Context: an optimization exercise on an open-source flow, tuned for small area. The choices shown serve that exercise and are no tape-out recipe.
Where RTL was checked, it was by simulation tests only, not by an equivalence proof against the original.
Function not checked in run 1: the RTL went through the layout flow alone.
Power is estimated from default activity; no workload was simulated.

==> flow/design.v, too long to show whole: its modules and the start of the top module <==
// module conv: 722 lines
module conv(clk_i, rst, Rm, Rn, max_index, done);
  // ...
==> flow/run.sh <==
#!/bin/bash
# synth_recipe.tcl (not shown) runs the flow's synth.tcl, then flattens the netlist and writes it again
# the make line also repeats each setting of config.mk as NAME=value (left out here)
make -C /OpenROAD-flow-scripts/flow DESIGN_CONFIG=/design/flow/config.mk WORK_HOME=/design/flow/orfs CLKGATE_MAP_FILE= SYNTH_SCRIPT=/design/flow/synth_recipe.tcl finish
==> flow/config.mk <==
export PLATFORM = sky130hd
export DESIGN_NAME = conv
export DESIGN_NICKNAME = conv
export VERILOG_FILES = /design/flow/design.v
export SDC_FILE = /design/flow/constraint.sdc
export NUM_CORES = 4
export LEC_CHECK = 0
export CAP_MARGIN = 30
export CORE_MARGIN = 2
export CORE_UTILIZATION = 65
export CTS_CLUSTER_DIAMETER = 100
export CTS_CLUSTER_SIZE = 26
export SLEW_MARGIN = 20
==> flow/constraint.sdc <==
create_clock -name core_clock -period 12.0 [get_ports {clk_i}]
set_input_delay 2.4000 -clock core_clock [delete_from_list [all_inputs] [get_ports {clk_i}]]
set_output_delay 2.4000 -clock core_clock [all_outputs]
set_load 0.01 [all_outputs]
==> results.txt, run 1 <==
status=no timing/DRC/antenna violations; Finished Layout Cells=about 8000; Clock Latency Late Sink=slightly above 700 ps; Hold WS=between 300 and 400 ps; Worst path max stage delay=about 950 ps; Synth area leaders=dfxtp_1, edfxtp_1, fa_1, mux2i_1, a221oi_1; Worst Setup End Kind=flop; r2r setup slk=roughly 2300 ps; Post-route DRC=0; count of cell types in the netlist=~110; biggest regs=r3 (640), g_r2.r (432), w1 (216); synthesized area=between 70000 and 80000 µm²; final worst path period share=82.8%; RSZ-0062 raised after global routing=no; Pwr Density=between 200 and 250 nW/µm²; reg2reg end=ps1a[16]; Main power group=sequential cells; Critical path buffers and inverters=6; Post-CTS Resized=0; Num CTS Buffers=between 70 and 80; Die Footprint=119000 µm²; postcts setup bufs=0; Setup crit start=Rn[2]; Tapcells=~1500; WL met1=roughly 80000 µm; H-tree levels=3; DR WL met2=between 70000 and 80000 µm; syn avg cell area=~12 µm²; fraction of synthesized area in multiplexers=10.1%; Switch Pwr=6.36 mW; Largest register FFs=between 600 and 700; Routed WL=181000 µm; Non-clock buffering overhead=1.79%; Pint=between 10 and 15 mW; antenna diode count=2; number of global-route vias before repair=between 40000 and 50000; worst r2r src=c2[1]; top layer in use=met5; Synthesized Nets=7139; initial antenna violation count=7; via count=between 40000 and 50000; Hold Crit Start=q[15]; met2 GRT Util=47.1%
==> run 2, diff against run 1 <==
--- a/flow/design.v
+++ b/flow/design.v
@@ -90,17 +90,17 @@
                     wire el = okl && bl == gb && ol == go && pl == gp;
                     wire eh = okh && bh == gb && oh == go && ph == gp;
                     wire hd = ~(el | eh);
                     always @(posedge clk_i)
                         r[16*gp + 8*go +: 8] <= ~((rlo & {8{el}}) | (rhi & {8{eh}}) |
                                                   (r[(16*gp + 16*1 + 8*go) % 144 +: 8] & {8{hd}}));
                 end
             end
-            assign h2[gb] = r[15:0] ^ {16{pol}};
+            assign h2[gb] = r[15:0];
         end
     endgenerate
     wire       wr3   = wr && Wen >= 7'd41;
     wire       hiok3 = Wen <= 7'd80;
     wire       look3 = Wen >= 7'd42;
     wire [8:0] y3    = {1'b0, Wen, 1'b0} + 9'd429 - {2'b0, c80};   
     wire [6:0] p3h   = y3[8] ? y3[6:0] + 7'd80 : y3[6:0];          
     wire [7:0] d3e   = pol ? rhi : rlo;                            
@@ -359,222 +359,181 @@
     wire t2_133, t2_134; assign {t2_134, t2_133} = t2_118 + t2_112 + t2_132;
     assign s1[35:24] = {(1'b1 ^ t2_134), t2_133, t2_131, t2_129, t2_127, t2_125, t2_123, t2_121, t2_119, t2_97, t2_81, t2_49};
     generate
         for (gf = 0; gf < 3; gf = gf + 1) begin : g_c1
             reg signed [5:0]  mx, mxc;
             wire signed [5:0] v = s1[12*gf+6 +: 6];
             wire signed [5:0] mn = (kcnt == 4'd0 || v > mx) ? v : mx;
             always @(posedge clk_i) begin
-                if (IN) mx <= mn;
+                mx <= mn;
                 if (trig) mxc <= mn;
             end
             assign mxv1[6*gf +: 6] = mxc;
         end
     endgenerate
-    reg [4:0] c2;                
+    reg [4:0] c2;
+    reg [3:0] qc;
     reg [1:0] b;
     reg [2:0] rho;
     reg [1:0] rm3;               
     reg [1:0] blk;
     reg       zf;                
+    reg       ret2, jz2, j32, b02, b32, last2;   
     always @(posedge clk_i) begin
         if (rst) begin
-            c2 <= 5'd0; b <= 2'd0; rho <= 3'd0; rm3 <= 2'd0; blk <= 2'd0; fin <= 1'b0;
+            c2 <= 5'd0; qc <= 4'd0; b <= 2'd0; rho <= 3'd0; rm3 <= 2'd0; blk <= 2'd0; fin <= 1'b0;
         end else begin
             if (trig) c2 <= 5'd1;
-            else if (c2 == 5'd17) c2 <= 5'd0;
+            else if (c2 == 5'd18) c2 <= 5'd0;
             else if (c2 != 5'd0) c2 <= c2 + 5'd1;
-            if (c2 == 5'd17) begin
+            if (c2 == 5'd18) qc <= 4'd1;
+            else if (qc == 4'd8) qc <= 4'd0;
+            else if (qc != 4'd0) qc <= qc + 4'd1;
+            if (qc == 4'd8 && last2) fin <= 1'b1;
+            if (c2 == 5'd18) begin
                 if (b == 2'd2) begin
                     b <= 2'd0;
                     rm3 <= (rm3 == 2'd2) ? 2'd0 : rm3 + 2'd1;
                     if (rho == 3'd5) begin
                         rho <= 3'd0;
                         blk <= blk + 2'd1;
-                        if (blk == 2'd3) fin <= 1'b1;
                     end else
                         rho <= rho + 3'd1;
                 end else
                     b <= b + 2'd1;
             end
         end
     end
-    wire       mac = c2 >= 5'd1 && c2 <= 5'd9;
+    wire       ret = b == 2'd2 && rho >= 3'd2;   
+    wire [2:0] j   = rho - 3'd2;
+    always @(posedge clk_i) begin
+        if (c2 == 5'd18) begin
+            ret2 <= ret; jz2 <= j == 3'd0; j32 <= j == 3'd3;
+            b02 <= blk == 2'd0; b32 <= blk == 2'd3;
+            last2 <= blk == 2'd3 && rho == 3'd5 && b == 2'd2;
+        end
+    end
+    wire       lapa = c2 >= 5'd1 && c2 <= 5'd9;
+    wire       lapb = c2 >= 5'd10;
     reg  [1:0] ch, a;            
     always @* begin
         case (c9)
             4'd0: begin ch = 2'd0; a = 2'd0; end
             4'd1: begin ch = 2'd0; a = 2'd1; end
             4'd2: begin ch = 2'd0; a = 2'd2; end
             4'd3: begin ch = 2'd1; a = 2'd0; end
             4'd4: begin ch = 2'd1; a = 2'd1; end
             4'd5: begin ch = 2'd1; a = 2'd2; end
             4'd6: begin ch = 2'd2; a = 2'd0; end
             4'd7: begin ch = 2'd2; a = 2'd1; end
             default: begin ch = 2'd2; a = 2'd2; end
         endcase
     end
     always @(posedge clk_i) begin
-        if (trig) zf <= 1'b1;
-        else if (mac && a == 2'd0) zf <= 1'b0;
+        if (trig || c2 == 5'd9) zf <= 1'b1;
+        else if ((lapa || lapb) && a == 2'd0) zf <= 1'b0;
     end
     wire signed [5:0] pin = (ch == 2'd0) ? mxv1[5:0] : (ch == 2'd1) ? mxv1[11:6] : mxv1[17:12];
-    wire [15:0] wh = (b == 2'd0) ? h2[0] : (b == 2'd1) ? h2[1] : h2[2];
-    wire signed [7:0] w2a = wh[7:0];
-    wire signed [7:0] w2b = wh[15:8];
+    wire [15:0] whr = (b == 2'd0) ? h2[0] : (b == 2'd1) ? h2[1] : h2[2];
+    wire [7:0]  w2 = (lapb ? whr[15:8] : whr[7:0]) ^ {8{pol}};
     reg signed [16:0] ps0a, ps0b, ps1a, ps1b, ps2a, ps2b;
-    wire [1:0] dm  = mac ? a : 2'd2;
-    wire [1:0] sl  = (rm3 >= dm) ? rm3 - dm : rm3 + 2'd3 - dm;
-    wire signed [16:0] psa = (sl == 2'd0) ? ps0a : (sl == 2'd1) ? ps1a : ps2a;
-    wire signed [16:0] psb = (sl == 2'd0) ? ps0b : (sl == 2'd1) ? ps1b : ps2b;
+    wire [1:0] slm = (rm3 >= a) ? rm3 - a : rm3 + 2'd3 - a;       
+    wire [1:0] slr = (rm3 == 2'd2) ? 2'd0 : rm3 + 2'd1;           
+    wire [1:0] sla = lapa ? slm : slr;
+    wire [1:0] slb = lapb ? slm : rm3;    
+    wire signed [16:0] psa = (sla == 2'd0) ? ps0a : (sla == 2'd1) ? ps1a : ps2a;
+    wire signed [16:0] psb = (slb == 2'd0) ? ps0b : (slb == 2'd1) ? ps1b : ps2b;
     wire init = b == 2'd0 && a == 2'd0 && zf;
-    wire [16:0] psag = psa & {17{~init}};
-    wire [16:0] psbg = psb & {17{~init}};
-    wire [16:0] suma, sumb;      
-    wire ma_1, ma_2; assign {ma_2, ma_1} = (pin[0] & w2a[1]) + (pin[1] & w2a[0]) + psag[1];
-    wire ma_3, ma_4; assign {ma_4, ma_3} = (pin[0] & w2a[2]) + (pin[1] & w2a[1]) + (pin[2] & w2a[0]);
-    wire ma_5, ma_6; assign {ma_6, ma_5} = (pin[0] & w2a[3]) + (pin[1] & w2a[2]) + (pin[2] & w2a[1]);
-    wire ma_7, ma_8; assign {ma_8, ma_7} = (pin[0] & w2a[4]) + (pin[1] & w2a[3]) + (pin[2] & w2a[2]);
-    wire ma_9, ma_10; assign {ma_10, ma_9} = (pin[3] & w2a[1]) + (pin[4] & w2a[0]) + psag[4];
-    wire ma_11, ma_12; assign {ma_12, ma_11} = (pin[0] & w2a[5]) + (pin[1] & w2a[4]) + (pin[2] & w2a[3]);
-    wire ma_13, ma_14; assign {ma_14, ma_13} = (pin[3] & w2a[2]) + (pin[4] & w2a[1]) + !(pin[5] & w2a[0]);
-    wire ma_15, ma_16; assign {ma_16, ma_15} = (pin[0] & w2a[6]) + (pin[1] & w2a[5]) + (pin[2] & w2a[4]);
-    wire ma_17, ma_18; assign {ma_18, ma_17} = (pin[3] & w2a[3]) + (pin[4] & w2a[2]) + !(pin[5] & w2a[1]);
-    wire ma_19, ma_20; assign {ma_20, ma_19} = !(pin[0] & w2a[7]) + (pin[1] & w2a[6]) + (pin[2] & w2a[5]);
-    wire ma_21, ma_22; assign {ma_22, ma_21} = (pin[3] & w2a[4]) + (pin[4] & w2a[3]) + !(pin[5] & w2a[2]);
-    wire ma_23, ma_24; assign {ma_24, ma_23} = !(pin[1] & w2a[7]) + (pin[2] & w2a[6]) + (pin[3] & w2a[5]);
-    wire ma_25, ma_26; assign {ma_26, ma_25} = (pin[4] & w2a[4]) + !(pin[5] & w2a[3]) + psag[8];
-    wire ma_27, ma_28; assign {ma_28, ma_27} = !(pin[2] & w2a[7]) + (pin[3] & w2a[6]) + (pin[4] & w2a[5]);
-    wire ma_29, ma_30; assign {ma_30, ma_29} = !(pin[3] & w2a[7]) + (pin[4] & w2a[6]) + !(pin[5] & w2a[5]);
-    wire ma_31, ma_32; assign {ma_32, ma_31} = !(pin[4] & w2a[7]) + !(pin[5] & w2a[6]) + psag[11];
-    wire ma_33, ma_34; assign {ma_34, ma_33} = ma_2 + ma_3 + psag[2];
-    wire ma_35, ma_36; assign {ma_36, ma_35} = ma_4 + ma_5 + (pin[3] & w2a[0]);
+    wire [16:0] psg = (lapb ? psb : psa) & {17{~init}};
+    wire [16:0] sum2;            
+    wire ma_1, ma_2; assign {ma_2, ma_1} = (pin[0] & w2[1]) + (pin[1] & w2[0]) + psg[1];
+    wire ma_3, ma_4; assign {ma_4, ma_3} = (pin[0] & w2[2]) + (pin[1] & w2[1]) + (pin[2] & w2[0]);
+    wire ma_5, ma_6; assign {ma_6, ma_5} = (pin[0] & w2[3]) + (pin[1] & w2[2]) + (pin[2] & w2[1]);
+    wire ma_7, ma_8; assign {ma_8, ma_7} = (pin[0] & w2[4]) + (pin[1] & w2[3]) + (pin[2] & w2[2]);
+    wire ma_9, ma_10; assign {ma_10, ma_9} = (pin[3] & w2[1]) + (pin[4] & w2[0]) + psg[4];
+    wire ma_11, ma_12; assign {ma_12, ma_11} = (pin[0] & w2[5]) + (pin[1] & w2[4]) + (pin[2] & w2[3]);
+    wire ma_13, ma_14; assign {ma_14, ma_13} = (pin[3] & w2[2]) + (pin[4] & w2[1]) + !(pin[5] & w2[0]);
+    wire ma_15, ma_16; assign {ma_16, ma_15} = (pin[0] & w2[6]) + (pin[1] & w2[5]) + (pin[2] & w2[4]);
+    wire ma_17, ma_18; assign {ma_18, ma_17} = (pin[3] & w2[3]) + (pin[4] & w2[2]) + !(pin[5] & w2[1]);
+    wire ma_19, ma_20; assign {ma_20, ma_19} = !(pin[0] & w2[7]) + (pin[1] & w2[6]) + (pin[2] & w2[5]);
+    wire ma_21, ma_22; assign {ma_22, ma_21} = (pin[3] & w2[4]) + (pin[4] & w2[3]) + !(pin[5] & w2[2]);
+    wire ma_23, ma_24; assign {ma_24, ma_23} = !(pin[1] & w2[7]) + (pin[2] & w2[6]) + (pin[3] & w2[5]);
+    wire ma_25, ma_26; assign {ma_26, ma_25} = (pin[4] & w2[4]) + !(pin[5] & w2[3]) + psg[8];
+    wire ma_27, ma_28; assign {ma_28, ma_27} = !(pin[2] & w2[7]) + (pin[3] & w2[6]) + (pin[4] & w2[5]);
+    wire ma_29, ma_30; assign {ma_30, ma_29} = !(pin[3] & w2[7]) + (pin[4] & w2[6]) + !(pin[5] & w2[5]);
+    wire ma_31, ma_32; assign {ma_32, ma_31} = !(pin[4] & w2[7]) + !(pin[5] & w2[6]) + psg[11];
+    wire ma_33, ma_34; assign {ma_34, ma_33} = ma_2 + ma_3 + psg[2];
+    wire ma_35, ma_36; assign {ma_36, ma_35} = ma_4 + ma_5 + (pin[3] & w2[0]);
     wire ma_37, ma_38; assign {ma_38, ma_37} = ma_6 + ma_7 + ma_9;
     wire ma_39, ma_40; assign {ma_40, ma_39} = ma_8 + ma_10 + ma_11;
-    wire ma_41, ma_42; assign {ma_42, ma_41} = ma_13 + psag[5] + 1'b1;
+    wire ma_41, ma_42; assign {ma_42, ma_41} = ma_13 + psg[5] + 1'b1;
     wire ma_43, ma_44; assign {ma_44, ma_43} = ma_12 + ma_14 + ma_15;
     wire ma_45, ma_46; assign {ma_46, ma_45} = ma_16 + ma_18 + ma_19;
-    wire ma_47, ma_48; assign {ma_48, ma_47} = ma_21 + psag[7] + 1'b1;
+    wire ma_47, ma_48; assign {ma_48, ma_47} = ma_21 + psg[7] + 1'b1;
     wire ma_49, ma_50; assign {ma_50, ma_49} = ma_20 + ma_22 + ma_23;
     wire ma_51, ma_52; assign {ma_52, ma_51} = ma_24 + ma_26 + ma_27;
-    wire ma_53, ma_54; assign {ma_54, ma_53} = ma_28 + ma_29 + psag[10];
-    wire ma_55, ma_56; assign {ma_56, ma_55} = ma_32 + (pin[5] & w2a[7]) + psag[12];
-    wire ma_57, ma_58; assign {ma_58, ma_57} = ma_34 + ma_35 + psag[3];
+    wire ma_53, ma_54; assign {ma_54, ma_53} = ma_28 + ma_29 + psg[10];
+    wire ma_55, ma_56; assign {ma_56, ma_55} = ma_32 + (pin[5] & w2[7]) + psg[12];
+    wire ma_57, ma_58; assign {ma_58, ma_57} = ma_34 + ma_35 + psg[3];
     wire ma_59, ma_60; assign {ma_60, ma_59} = ma_38 + ma_39 + ma_41;
     wire ma_61, ma_62; assign {ma_62, ma_61} = ma_40 + ma_42 + ma_43;
     wire ma_63, ma_64; assign {ma_64, ma_63} = ma_44 + ma_45 + ma_47;
     wire ma_65, ma_66; assign {ma_66, ma_65} = ma_46 + ma_48 + ma_49;
-    wire ma_67, ma_68; assign {ma_68, ma_67} = ma_50 + ma_51 + !(pin[5] & w2a[4]);
+    wire ma_67, ma_68; assign {ma_68, ma_67} = ma_50 + ma_51 + !(pin[5] & w2[4]);
     wire ma_69, ma_70; assign {ma_70, ma_69} = ma_54 + ma_30 + ma_31;
-    wire ma_71, ma_72; assign {ma_72, ma_71} = ma_56 + psag[13] + 1'b1;
+    wire ma_71, ma_72; assign {ma_72, ma_71} = ma_56 + psg[13] + 1'b1;
     wire ma_73, ma_74; assign {ma_74, ma_73} = ma_58 + ma_36 + ma_37;
     wire ma_75, ma_76; assign {ma_76, ma_75} = ma_60 + ma_61 + ma_17;
     wire ma_77, ma_78; assign {ma_78, ma_77} = ma_64 + ma_65 + ma_25;
-    wire ma_79, ma_80; assign {ma_80, ma_79} = ma_66 + ma_67 + psag[9];
+    wire ma_79, ma_80; assign {ma_80, ma_79} = ma_66 + ma_67 + psg[9];
     wire ma_81, ma_82; assign {ma_82, ma_81} = ma_68 + ma_52 + ma_53;
-    wire ma_83, ma_84; assign {ma_84, ma_83} = ma_72 + psag[14] + 1'b1;
+    wire ma_83, ma_84; assign {ma_84, ma_83} = ma_72 + psg[14] + 1'b1;
     wire ma_85, ma_86; assign {ma_86, ma_85} = ma_76 + ma_62 + ma_63;
-    wire ma_87, ma_88; assign {ma_88, ma_87} = ma_84 + psag[15] + 1'b1;
-    wire ma_89, ma_90; assign {ma_90, ma_89} = ma_88 + psag[16] + 1'b1;
-    wire ma_91, ma_92; assign {ma_92, ma_91} = (pin[0] & w2a[0]) + psag[0];
+    wire ma_87, ma_88; assign {ma_88, ma_87} = ma_84 + psg[15] + 1'b1;
+    wire ma_89, ma_90; assign {ma_90, ma_89} = ma_88 + psg[16] + 1'b1;
+    wire ma_91, ma_92; assign {ma_92, ma_91} = (pin[0] & w2[0]) + psg[0];
     wire ma_93, ma_94; assign {ma_94, ma_93} = ma_1 + ma_92;
     wire ma_95, ma_96; assign {ma_96, ma_95} = ma_33 + ma_94;
     wire ma_97, ma_98; assign {ma_98, ma_97} = ma_57 + ma_96;
     wire ma_99, ma_100; assign {ma_100, ma_99} = ma_73 + ma_98;
     wire ma_101, ma_102; assign {ma_102, ma_101} = ma_74 + ma_59 + ma_100;
-    wire ma_103, ma_104; assign {ma_104, ma_103} = ma_75 + psag[6] + ma_102;
+    wire ma_103, ma_104; assign {ma_104, ma_103} = ma_75 + psg[6] + ma_102;
     wire ma_105, ma_106; assign {ma_106, ma_105} = ma_85 + ma_104;
     wire ma_107, ma_108; assign {ma_108, ma_107} = ma_86 + ma_77 + ma_106;
     wire ma_109, ma_110; assign {ma_110, ma_109} = ma_78 + ma_79 + ma_108;
     wire ma_111, ma_112; assign {ma_112, ma_111} = ma_80 + ma_81 + ma_110;
     wire ma_113, ma_114; assign {ma_114, ma_113} = ma_82 + ma_69 + ma_112;
     wire ma_115, ma_116; assign {ma_116, ma_115} = ma_70 + ma_55 + ma_114;
     wire ma_117, ma_118; assign {ma_118, ma_117} = ma_71 + ma_116;
     wire ma_119, ma_120; assign {ma_120, ma_119} = ma_83 + ma_118;
     wire ma_121, ma_122; assign {ma_122, ma_121} = ma_87 + ma_120;
-    assign suma = {(ma_89 ^ ma_122), ma_121, ma_119, ma_117, ma_115, ma_113, ma_111, ma_109, ma_107, ma_105, ma_103, ma_101, ma_99, ma_97, ma_95, ma_93, ma_91};
-    wire mb_1, mb_2; assign {mb_2, mb_1} = (pin[0] & w2b[1]) + (pin[1] & w2b[0]) + psbg[1];
-    wire mb_3, mb_4; assign {mb_4, mb_3} = (pin[0] & w2b[2]) + (pin[1] & w2b[1]) + (pin[2] & w2b[0]);
-    wire mb_5, mb_6; assign {mb_6, mb_5} = (pin[0] & w2b[3]) + (pin[1] & w2b[2]) + (pin[2] & w2b[1]);
-    wire mb_7, mb_8; assign {mb_8, mb_7} = (pin[0] & w2b[4]) + (pin[1] & w2b[3]) + (pin[2] & w2b[2]);
-    wire mb_9, mb_10; assign {mb_10, mb_9} = (pin[3] & w2b[1]) + (pin[4] & w2b[0]) + psbg[4];
-    wire mb_11, mb_12; assign {mb_12, mb_11} = (pin[0] & w2b[5]) + (pin[1] & w2b[4]) + (pin[2] & w2b[3]);
-    wire mb_13, mb_14; assign {mb_14, mb_13} = (pin[3] & w2b[2]) + (pin[4] & w2b[1]) + !(pin[5] & w2b[0]);
-    wire mb_15, mb_16; assign {mb_16, mb_15} = (pin[0] & w2b[6]) + (pin[1] & w2b[5]) + (pin[2] & w2b[4]);
-    wire mb_17, mb_18; assign {mb_18, mb_17} = (pin[3] & w2b[3]) + (pin[4] & w2b[2]) + !(pin[5] & w2b[1]);
-    wire mb_19, mb_20; assign {mb_20, mb_19} = !(pin[0] & w2b[7]) + (pin[1] & w2b[6]) + (pin[2] & w2b[5]);
-    wire mb_21, mb_22; assign {mb_22, mb_21} = (pin[3] & w2b[4]) + (pin[4] & w2b[3]) + !(pin[5] & w2b[2]);
-    wire mb_23, mb_24; assign {mb_24, mb_23} = !(pin[1] & w2b[7]) + (pin[2] & w2b[6]) + (pin[3] & w2b[5]);
-    wire mb_25, mb_26; assign {mb_26, mb_25} = (pin[4] & w2b[4]) + !(pin[5] & w2b[3]) + psbg[8];
-    wire mb_27, mb_28; assign {mb_28, mb_27} = !(pin[2] & w2b[7]) + (pin[3] & w2b[6]) + (pin[4] & w2b[5]);
-    wire mb_29, mb_30; assign {mb_30, mb_29} = !(pin[3] & w2b[7]) + (pin[4] & w2b[6]) + !(pin[5] & w2b[5]);
-    wire mb_31, mb_32; assign {mb_32, mb_31} = !(pin[4] & w2b[7]) + !(pin[5] & w2b[6]) + psbg[11];
-    wire mb_33, mb_34; assign {mb_34, mb_33} = mb_2 + mb_3 + psbg[2];
-    wire mb_35, mb_36; assign {mb_36, mb_35} = mb_4 + mb_5 + (pin[3] & w2b[0]);
-    wire mb_37, mb_38; assign {mb_38, mb_37} = mb_6 + mb_7 + mb_9;
-    wire mb_39, mb_40; assign {mb_40, mb_39} = mb_8 + mb_10 + mb_11;
-    wire mb_41, mb_42; assign {mb_42, mb_41} = mb_13 + psbg[5] + 1'b1;
-    wire mb_43, mb_44; assign {mb_44, mb_43} = mb_12 + mb_14 + mb_15;
-    wire mb_45, mb_46; assign {mb_46, mb_45} = mb_16 + mb_18 + mb_19;
-    wire mb_47, mb_48; assign {mb_48, mb_47} = mb_21 + psbg[7] + 1'b1;
-    wire mb_49, mb_50; assign {mb_50, mb_49} = mb_20 + mb_22 + mb_23;
-    wire mb_51, mb_52; assign {mb_52, mb_51} = mb_24 + mb_26 + mb_27;
-    wire mb_53, mb_54; assign {mb_54, mb_53} = mb_28 + mb_29 + psbg[10];
-    wire mb_55, mb_56; assign {mb_56, mb_55} = mb_32 + (pin[5] & w2b[7]) + psbg[12];
-    wire mb_57, mb_58; assign {mb_58, mb_57} = mb_34 + mb_35 + psbg[3];
-    wire mb_59, mb_60; assign {mb_60, mb_59} = mb_38 + mb_39 + mb_41;
-    wire mb_61, mb_62; assign {mb_62, mb_61} = mb_40 + mb_42 + mb_43;
-    wire mb_63, mb_64; assign {mb_64, mb_63} = mb_44 + mb_45 + mb_47;
-    wire mb_65, mb_66; assign {mb_66, mb_65} = mb_46 + mb_48 + mb_49;
-    wire mb_67, mb_68; assign {mb_68, mb_67} = mb_50 + mb_51 + !(pin[5] & w2b[4]);
-    wire mb_69, mb_70; assign {mb_70, mb_69} = mb_54 + mb_30 + mb_31;
-    wire mb_71, mb_72; assign {mb_72, mb_71} = mb_56 + psbg[13] + 1'b1;
-    wire mb_73, mb_74; assign {mb_74, mb_73} = mb_58 + mb_36 + mb_37;
-    wire mb_75, mb_76; assign {mb_76, mb_75} = mb_60 + mb_61 + mb_17;
-    wire mb_77, mb_78; assign {mb_78, mb_77} = mb_64 + mb_65 + mb_25;
-    wire mb_79, mb_80; assign {mb_80, mb_79} = mb_66 + mb_67 + psbg[9];
-    wire mb_81, mb_82; assign {mb_82, mb_81} = mb_68 + mb_52 + mb_53;
-    wire mb_83, mb_84; assign {mb_84, mb_83} = mb_72 + psbg[14] + 1'b1;
-    wire mb_85, mb_86; assign {mb_86, mb_85} = mb_76 + mb_62 + mb_63;
-    wire mb_87, mb_88; assign {mb_88, mb_87} = mb_84 + psbg[15] + 1'b1;
-    wire mb_89, mb_90; assign {mb_90, mb_89} = mb_88 + psbg[16] + 1'b1;
-    wire mb_91, mb_92; assign {mb_92, mb_91} = (pin[0] & w2b[0]) + psbg[0];
-    wire mb_93, mb_94; assign {mb_94, mb_93} = mb_1 + mb_92;
-    wire mb_95, mb_96; assign {mb_96, mb_95} = mb_33 + mb_94;
-    wire mb_97, mb_98; assign {mb_98, mb_97} = mb_57 + mb_96;
-    wire mb_99, mb_100; assign {mb_100, mb_99} = mb_73 + mb_98;
-    wire mb_101, mb_102; assign {mb_102, mb_101} = mb_74 + mb_59 + mb_100;
-    wire mb_103, mb_104; assign {mb_104, mb_103} = mb_75 + psbg[6] + mb_102;
-    wire mb_105, mb_106; assign {mb_106, mb_105} = mb_85 + mb_104;
-    wire mb_107, mb_108; assign {mb_108, mb_107} = mb_86 + mb_77 + mb_106;
-    wire mb_109, mb_110; assign {mb_110, mb_109} = mb_78 + mb_79 + mb_108;
-    wire mb_111, mb_112; assign {mb_112, mb_111} = mb_80 + mb_81 + mb_110;
-    wire mb_113, mb_114; assign {mb_114, mb_113} = mb_82 + mb_69 + mb_112;
-    wire mb_115, mb_116; assign {mb_116, mb_115} = mb_70 + mb_55 + mb_114;
-    wire mb_117, mb_118; assign {mb_118, mb_117} = mb_71 + mb_116;
-    wire mb_119, mb_120; assign {mb_120, mb_119} = mb_83 + mb_118;
-    wire mb_121, mb_122; assign {mb_122, mb_121} = mb_87 + mb_120;
-    assign sumb = {(mb_89 ^ mb_122), mb_121, mb_119, mb_117, mb_115, mb_113, mb_111, mb_109, mb_107, mb_105, mb_103, mb_101, mb_99, mb_97, mb_95, mb_93, mb_91};
+    assign sum2 = {(ma_89 ^ ma_122), ma_121, ma_119, ma_117, ma_115, ma_113, ma_111, ma_109, ma_107, ma_105, ma_103, ma_101, ma_99, ma_97, ma_95, ma_93, ma_91};
     always @(posedge clk_i) begin
-        if (mac && sl == 2'd0) begin ps0a <= suma; ps0b <= sumb; end
-        if (mac && sl == 2'd1) begin ps1a <= suma; ps1b <= sumb; end
-        if (mac && sl == 2'd2) begin ps2a <= suma; ps2b <= sumb; end
+        if (lapa && slm == 2'd0) ps0a <= sum2;
+        if (lapa && slm == 2'd1) ps1a <= sum2;
+        if (lapa && slm == 2'd2) ps2a <= sum2;
+        if (lapb && slm == 2'd0) ps0b <= sum2;
+        if (lapb && slm == 2'd1) ps1b <= sum2;
+        if (lapb && slm == 2'd2) ps2b <= sum2;
     end
     reg [111:0] q;
     wire signed [13:0] q0 = q[13:0];
     wire [2:0] qe    = c80[2:0];
-    wire       qupd  = c2 >= 5'd10 && b == 2'd2 && rho >= 3'd2;
-    wire [2:0] j     = rho - 3'd2;
-    wire       tv    = (qe[1] ? blk != 2'd0 : blk != 2'd3) &&
-                       (qe[0] ? j != 3'd0 : j != 3'd3);
-    wire signed [9:0] c2v = qe[2] ? psb[16:7] : psa[16:7];
-    wire       qfirst = qupd && blk == 2'd0 && rho == 3'd2;
+    wire       q1    = lapb && c2 != 5'd18 && ret && !qe[2];    
+    wire       q2    = qc != 4'd0 && ret2 && qe[2];             
+    wire       jz    = q2 ? jz2 : j == 3'd0;
+    wire       j3    = q2 ? j32 : j == 3'd3;
+    wire       b0    = q2 ? b02 : blk == 2'd0;
+    wire       b3    = q2 ? b32 : blk == 2'd3;
+    wire       tv    = (qe[1] ? !b0 : !b3) && (qe[0] ? !jz : !j3);
+    wire signed [9:0] c2v = q2 ? psb[16:7] : psa[16:7];
+    wire       qfirst = (q1 || q2) && b0 && jz;
     wire [13:0] q0g = q0 & {14{~qfirst}};
-    wire [9:0]  c2g = c2v & {10{qupd && tv}};
+    wire [9:0]  c2g = c2v & {10{(q1 || q2) && tv}};
     wire [13:0] qsum;            
     wire qa_1, qa_2; assign {qa_2, qa_1} = q0g[9] + !c2g[9] + 1'b1;
     wire qa_3, qa_4; assign {qa_4, qa_3} = qa_2 + q0g[10] + 1'b1;
     wire qa_5, qa_6; assign {qa_6, qa_5} = qa_4 + q0g[11] + 1'b1;
     wire qa_7, qa_8; assign {qa_8, qa_7} = qa_6 + q0g[12] + 1'b1;
     wire qa_9, qa_10; assign {qa_10, qa_9} = qa_8 + q0g[13] + 1'b1;
     wire qa_11, qa_12; assign {qa_12, qa_11} = q0g[0] + c2g[0];
     wire qa_13, qa_14; assign {qa_14, qa_13} = q0g[1] + c2g[1] + qa_12;
==> flow/config.mk (replaced) <==
export PLATFORM = sky130hd
export DESIGN_NAME = conv
export DESIGN_NICKNAME = conv
export VERILOG_FILES = /design/flow/design.v
export SDC_FILE = /design/flow/constraint.sdc
export NUM_CORES = 4
export LEC_CHECK = 0
export CAP_MARGIN = 30
export CORE_MARGIN = 2
export CORE_UTILIZATION = 65
export CTS_CLUSTER_DIAMETER = 90
export CTS_CLUSTER_SIZE = 30
export SLEW_MARGIN = 20
==> results.txt, run 2 <==
Achievable Freq=0.0949 GHz (was 0.101 GHz); Critical path buffers and inverters=5 (was 6); clock share of power=17.2% (was 15.9%); RSZ-0062 raised after global routing=no (unchanged); setup TNS=0 ps (unchanged); WP data required=12560 ps (was 12600 ps); H-tree levels=3 (unchanged); Pwr Density=216 nW/µm² (was 234 nW/µm²); sequential share of the synthesized area=52.4% (was 51.4%); Final Max Tran Viols=0 (unchanged); Synthesized Nets=6751 (was 7139); initial antenna violation count=7 (unchanged); top layer in use=met5 (unchanged); Top reg by flops=r3 (unchanged); Longest Clk Path Bufs=3 (unchanged); Starting DRT DRC Count=5907 (was 4681); wire per inst=23.4 µm (was 22.6 µm); postcts setup bufs=0 (unchanged); Yosys warning count=1 (unchanged); power consumption=17.0 mW (was 18.8 mW); final hold viol count=0 (unchanged); largest net degree at the start of global routing=147 (was 61); first-pass GRT wire length=278000 µm (was 280000 µm); Commonest cells post-synth=dfxtp_1, mux2i_1, nor2_1, edfxtp_1, inv_1 (was dfxtp_1, mux2i_1, nor2_1, inv_1, edfxtp_1); ys flop type=dfxtp_1 (unchanged); Routed WL=180000 µm (was 181000 µm); LEAKAGE=30.8 nW (was 31.2 nW); Max Cap Violations=0 (unchanged); post-synthesis register bit count=1714 (was 1704); Synth area leader=dfxtp_1 (unchanged); Switch Pwr=5.77 mW (was 6.36 mW); Setup-failing EPs final=0 (unchanged); Die X=341 µm (was 344 µm); CTS tree=done (unchanged); synthesized area=73900 µm² (was 75300 µm²); DRT antenna net count=0 (unchanged); CP Launch Type=primary input (unchanged); top-area cell type share of the netlist area=34.4% (was 33.2%); Worst path max stage delay=900 ps (was 950 ps); Synth area leaders=dfxtp_1, edfxtp_1, mux2i_1, fa_1, ha_1 (was dfxtp_1, edfxtp_1, fa_1, mux2i_1, a221oi_1); Detail Placement HPWL=120000 µm (was 117000 µm); final worst path period share=87.8% (was 82.8%); Setup CP Type=primary input to flop (unchanged); commonest non-fill, non-tap cells in the layout=dfxtp_1, mux2i_1, nor2_1, edfxtp_1, inv_1 (was dfxtp_1, mux2i_1, nor2_1, inv_1, edfxtp_1); Sequential Power Share=49.3% (was 47.5%); status=no timing/DRC/antenna violations (unchanged); Num CTS Buffers=70 (was 76); grt ovf=0 (unchanged); Clock Skews=41.8 ps (was 33.7 ps); multi-input logic area=33000 µm² (was 34100 µm²); row count=123 (was 124); Initial Utilization=65.6% (was 65.7%); all-layer global routing usage=30.9% (was 30.8%); worst-margin pin slew=1120 ps (was 1060 ps); Layout area overhead=6.53% (was 6.34%); WL met1=77200 µm (was 81100 µm); worst hold path class=flop to flop (unchanged); Post-CTS Resized=0 (unchanged); Net Sw Frac=33.9% (about the same); Pint=11.2 mW (was 12.4 mW); CP max-delay cell=clkdlybuf4s50_1 (was o2bb2a_1); Worst Setup End Kind=flop (unchanged); Root Driver=clkbuf_16 (unchanged); DR WL met2=81200 µm (was 79600 µm); most common cell after layout, fill and taps aside=dfxtp_1 (unchanged); FFs w/ async S/R, synth=0% (unchanged); biggest regs=r3 (640), g_r2.r (432), w1 (216) (unchanged); metal3 WL=15100 µm (was 14300 µm); vias per inst=6.19 (was 6.05); syn avg cell area=11.9 µm² (was 11.5 µm²); number of global-route vias before repair=47300 (was 47500); delay-heaviest family, CP=compound AO/OA/AOI/OAI gates (unchanged); Chip Height=341 µm (was 344 µm); worst path arrival time=11100 ps (was 10540 ps); via count=47500 (was 48400); Worst Path Max Fanout=17 (was 25); flip-flop and latch area=38800 µm² (was 38700 µm²); Gate power share=33.6% (was 36.6%); Largest register FFs=640 (unchanged); crit-path cells=clkdlybuf4s50_1 -> inv_1 -> ha_1 -> inv_2 -> o311ai_1 -> a21o_1 -> inv_2 -> xnor2_1 -> o21ai_0 -> or3_1 -> and2_1 -> ha_1 -> inv_1 -> fa_1 -> nand2_1 -> o21a_1 -> o21ai_0 -> xor2_1 -> nand2_1 -> nor3_2 -> a21oi_1 -> a222oi_1; Mapped Cells=6210 (was 6542); Worst-path clk slew=110 ps (was 100 ps); Post-route DRC=0 (unchanged); fraction of layout cells with a size suffix above 1=7.96% (was 8.01%); Max transition margin=25.6% (was 28.9%); Clock Latency Late Sink=720 ps (about the same); Tmin final=10540 ps (was 9940 ps); fillers=8188 (was 8380); count of cell types in the netlist=91 (was 108); Sinks on Clock Net=1714 (was 1704); Peak VDD IR=0.000222 V (was 0.000390 V); count leader, synth=dfxtp_1 (unchanged); count of flip-flops with a built-in enable after synthesis=444 (was 456); count of hold-fix buffers inserted at cts=0 (unchanged); Die Footprint=116000 µm² (was 119000 µm²); NumNets Final=6692 (was 7057); first-pass iteration count of the detailed router=13 (was 6); I/O pin count=39 (unchanged); Core ar.=113000 µm² (was 115000 µm²); Buffers on Ports=30 (unchanged); Routability Congestion=0.964 (was 0.889)
==> run 2: layout make-up <==
type	instances	share of cell area, %
well taps	1500	2.38
repair buffers	179	1.93
inverters	404	1.93
clock buffers	84	2.34
diodes	1	0.00318
clock inverters	17	0.300
multi-input cells	3782	41.9
flip-flops and latches	1714	49.2
==> run 2: through the flow <==
| step | std cells | util [%] | hold WS [ps] | setup slack [ps] | instance area [µm²] |
|---|---|---|---|---|---|
| 2_1_floorplan | 6210 | - | 310 | 2910 | 73900 |
| 3_3_place_gp | 7556 | 67.8 | 310 | 1220 | 76400 |
| 3_5_place_dp | 7562 | 67.9 | 312 | 1020 | 76500 |
| 4_1_cts | 7663 | 69.7 | 333 | 1730 | 78500 |
| 5_1_grt | 7680 | 69.9 | 336 | 1050 | 78700 |
| 6_report | 7681 | 69.9 | 331 | 1460 | 78700 |
==> run 2: power by group through the flow <==
stage | logic, mW | registers (mW) | clock network (mW)
2_1_floorplan | 4.14 | 8.20 | 0
3_3_place_gp | 5.45 | 8.46 | 0
3_5_place_dp | 5.62 | 8.47 | 0
4_1_cts | 5.67 | 8.35 | 2.98
5_1_grt | 6.38 | 8.47 | 3.17
6_report | 5.71 | 8.38 | 2.92
==> run 2: kinds of logic (layout without fill, tap and decap cells) <==
kind of cell | Yosys count | count (layout) | share of synthesized area, %
fa+ha+maj | 509 | 509 | 11.9
buf+inv | 714 | 684 | 3.71
flops | 1714 | 1714 | 52.4
xor+xnor | 113 | 113 | 1.34
simple gates | 1376 | 1376 | 9.21
other cells | 0 | 1 | 0
mux | 846 | 846 | 11.9
compound gates | 938 | 938 | 9.58
==> run 2: worst paths after layout <==
path                            slack, ps             end  cells past startpoint   start
worst min register to register        330           q[87]                      0  q[101]
worst min-delay path                  330           q[87]                      0  q[101]
worst max register to register       2230        ps1a[16]                     35   c9[3]
worst max-delay path                 1460  g_r2[1].r[103]                     22   Rn[3]
==> run 2: metal layers <==
layer / vias up / GRT usage [%]
met3: 399 / 5.44
met5: - / 0
li1: 21800 / -
met2: 2095 / 48.7
met4: 6 / 10.3
met1: 23300 / 43.7
==> run 3, diff against run 2 <==
--- a/flow/config.mk
+++ b/flow/config.mk
@@ -8,6 +8,6 @@
 export CAP_MARGIN = 30
 export CORE_MARGIN = 2
 export CORE_UTILIZATION = 65
-export CTS_CLUSTER_DIAMETER = 90
-export CTS_CLUSTER_SIZE = 30
+export CTS_CLUSTER_DIAMETER = 100
+export CTS_CLUSTER_SIZE = 26
 export SLEW_MARGIN = 20
==> results.txt, run 3 <==
worst-margin pin slew=1090 ps (was 1120 ps); Root Driver=clkbuf_16 (unchanged); flip-flop and latch area=38800 µm² (unchanged); setup TNS=0 ps (unchanged); Longest Clk Path Bufs=3 (unchanged); Setup CP Type=primary input to flop (unchanged); Core ar.=113000 µm² (unchanged); Yosys warning count=1 (unchanged); postcts setup bufs=0 (unchanged); Clock Skews=37.8 ps (was 41.8 ps); Layout area overhead=6.57% (was 6.53%); CP max-delay cell=clkdlybuf4s50_1 (unchanged); RSZ-0062 raised after global routing=no (unchanged); Finished Layout Cells=7687 (was 7681); first-pass iteration count of the detailed router=14 (was 13); Buffers on Ports=30 (unchanged); Worst Path Max Fanout=17 (unchanged); PnR worst setup slack=1430 ps (was 1460 ps); most common cell after layout, fill and taps aside=dfxtp_1 (unchanged); Die X=341 µm (unchanged); Post-CTS Resized=0 (unchanged); DP Cell Count=7562 (unchanged); grt ovf=0 (unchanged); Routability Congestion=0.964 (unchanged); count of cell types in the netlist=91 (unchanged); Final Max Tran Viols=0 (unchanged); Tmin final=10570 ps (was 10540 ps); biggest regs=r3 (640), g_r2.r (432), w1 (216) (unchanged); DRT antenna net count=0 (unchanged); commonest non-fill, non-tap cells in the layout=dfxtp_1, mux2i_1, nor2_1, edfxtp_1, inv_1 (unchanged); Synth area leaders=dfxtp_1, edfxtp_1, mux2i_1, fa_1, ha_1 (unchanged); H-tree levels=3 (unchanged); count of flip-flops with a built-in enable after synthesis=444 (unchanged); count of hold-fix buffers inserted at cts=0 (unchanged); Routed WL=180000 µm (about the same); dpl cell area=76500 µm² (unchanged); sequential share of the synthesized area=52.4% (unchanged); multi-input logic area=33000 µm² (about the same); syn avg cell area=11.9 µm² (unchanged); crit-path cells=clkdlybuf4s50_1 -> inv_1 -> ha_1 -> inv_2 -> o311ai_1 -> a21o_1 -> inv_2 -> xnor2_1 -> o21ai_0 -> or3_1 -> and2_1 -> ha_1 -> inv_1 -> fa_1 -> nand2_1 -> o21a_1 -> o21ai_0 -> xor2_1 -> nand2_1 -> nor3_2 -> a21oi_1 -> a222oi_1 (unchanged); Sinks on Clock Net=1714 (unchanged); Mapped Cells=6210 (unchanged); fraction of layout cells with a size suffix above 1=7.87% (was 7.96%); CP Launch Type=primary input (unchanged); Die Footprint=116000 µm² (unchanged); Num CTS Buffers=76 (was 70); Max Cap Violations=0 (unchanged); Largest register FFs=640 (unchanged); largest net degree at the start of global routing=147 (unchanged); fillers=8208 (was 8188); number of global-route vias before repair=47400 (was 47300); final worst path period share=88.1% (was 87.8%); CTS tree=done (unchanged); Achievable Freq=0.0946 GHz (was 0.0949 GHz); Worst-path clk slew=100 ps (was 110 ps); synthesized area=73900 µm² (unchanged); initial antenna violation count=5 (was 7); Worst Setup End Kind=flop (unchanged); row count=123 (unchanged); via count=47500 (about the same); NumNets Final=6697 (was 6692); Starting DRT DRC Count=5957 (was 5907); Top reg by flops=r3 (unchanged); Hold WS=333 ps (was 331 ps); ys flop type=dfxtp_1 (unchanged); Setup-failing EPs final=0 (unchanged); FFs w/ async S/R, synth=0% (unchanged); final hold viol count=0 (unchanged); Chip Height=341 µm (unchanged); Post-route DRC=0 (unchanged); I/O pin count=39 (unchanged); worst hold path class=flop to flop (unchanged); top-area cell type share of the netlist area=34.4% (unchanged); Peak VDD IR=0.000222 V (about the same); Worst path max stage delay=910 ps (was 900 ps); status=no timing/DRC/antenna violations (unchanged); r2r setup slk=2180 ps (was 2230 ps); WP data required=12570 ps (was 12560 ps); Initial Utilization=65.6% (unchanged); pre-CTS WS=1020 ps (unchanged); wire per inst=23.5 µm (was 23.4 µm); post-synthesis register bit count=1714 (unchanged); count leader, synth=dfxtp_1 (unchanged); LEAKAGE=30.8 nW (about the same); Clock Latency Late Sink=730 ps (was 720 ps); all-layer global routing usage=31.0% (was 30.9%); Detail Placement HPWL=120000 µm (unchanged); Max transition margin=27.0% (was 25.6%); Commonest cells post-synth=dfxtp_1, mux2i_1, nor2_1, edfxtp_1, inv_1 (unchanged); Synth area leader=dfxtp_1 (unchanged); worst path arrival time=11140 ps (was 11100 ps); first-pass GRT wire length=279000 µm (was 278000 µm); Final Cell Area=78800 µm² (was 78700 µm²); vias per inst=6.18 (was 6.19); Pwr Density=217 nW/µm² (was 216 nW/µm²); Synthesized Nets=6751 (unchanged)
-- run 3: cell count changes in the layout (fill, tap and decap cells not counted), moves of 2 or more --
cell	delta
clkbuf_1	+10
clkbuf_16	+5
clkbuf_8	-2
clkinv_8	-2
inv_6	-3
-- run 3: routing by layer --
layer | global-route usage [%] | wire (µm) | vias to the layer above
met4 | 10.6 | 6590 | 4
met2 | 48.7 | 81500 | 2069
met5 | 0 | 23 | -
li1 | - | - | 21800
met1 | 44.0 | 77300 | 23300
met3 | 5.12 | 14900 | 413
-- run 3: cell type report --
cell class                 count  share of cell area [%]
sequential                  1714                    49.2
timing repair buffer         178                    1.91
inverter                     404                    1.93
antenna                        1                 0.00318
clock inverter                11                   0.195
clock buffer                  97                    2.51
multi-input combinational   3782                    41.9
tap                         1500                    2.38
-- run 3: stage by stage --
stage	util [%]	power, mW
after floorplan	-	12.3
after global placement	67.8	13.9
after detailed placement	67.9	14.1
after CTS	69.8	17.0
after global routing	69.9	18.1
final	69.9	17.1
-- run 3: power by group --
group	internal [mW]	switching, mW
Clock	1.19	1.77
Sequential	7.82	0.562
Combinational	2.28	3.43
Total	11.3	5.76
-- run 3: worst max-delay path: cells and delay by family --
family / cells / cell delay [ps]
xor+xnor: 2 / 900
fa+ha+maj: 3 / 1730
compound gates: 7 / 2390
simple gates: 5 / 1850
buf+inv: 5 / 1850
-- run 3: logic make-up after synthesis --
family / count (synthesis) / share of synthesized area (%)
compound gates: 938 / 9.58
xor+xnor: 113 / 1.34
fa+ha+maj: 509 / 11.9
buf+inv: 714 / 3.71
flops: 1714 / 52.4
mux: 846 / 11.9
simple gates: 1376 / 9.21
-- run 3: final timing paths --
check              start              to  cells after the start
setup / recovery   Rn[3]  g_r2[1].r[103]                     22
setup reg to reg   c9[3]        ps0b[16]                     35
hold reg to reg   q[109]           q[95]                      0
hold / removal    q[109]           q[95]                      0

[port drivers added, routing unchanged]
No port has a modelled driver above. Below, the same layouts with a new extraction and two added sets of constraints. Step 1 (the two cells are an assumption about what drives the block):
set clk [get_ports {clk_i}]
set_driving_cell -lib_cell sky130_fd_sc_hd__clkbuf_16 $clk
set_driving_cell -lib_cell sky130_fd_sc_hd__buf_2 [delete_from_list [all_inputs] $clk]
Step 2 moves the port delays by t, midway between the first and last clock arrival at a register: inputs arrive t later, outputs are due t later. That takes back most of the time a late clock gives input paths. Slacks: no drivers / after step 1 / after step 2; pairs: no drivers / after step 1.
run	t (ns)	slack for setup (ns)	hold WS [ns]	cell pins on the clock port's net
run 1	0.776	2.059 / 2.110 / 1.334	0.325 / 0.325 / 0.325	1
run 2	0.772	1.458 / 1.402 / 0.630	0.331 / 0.331 / 0.331	1
run 3	0.786	1.432 / 1.381 / 0.595	0.333 / 0.333 / 0.333	1
After both steps setup and hold are still met in every run listed. For run 3, which loses most, drivers alone change the setup slack by -0.051 ns; drivers and shift together by -0.837 ns.
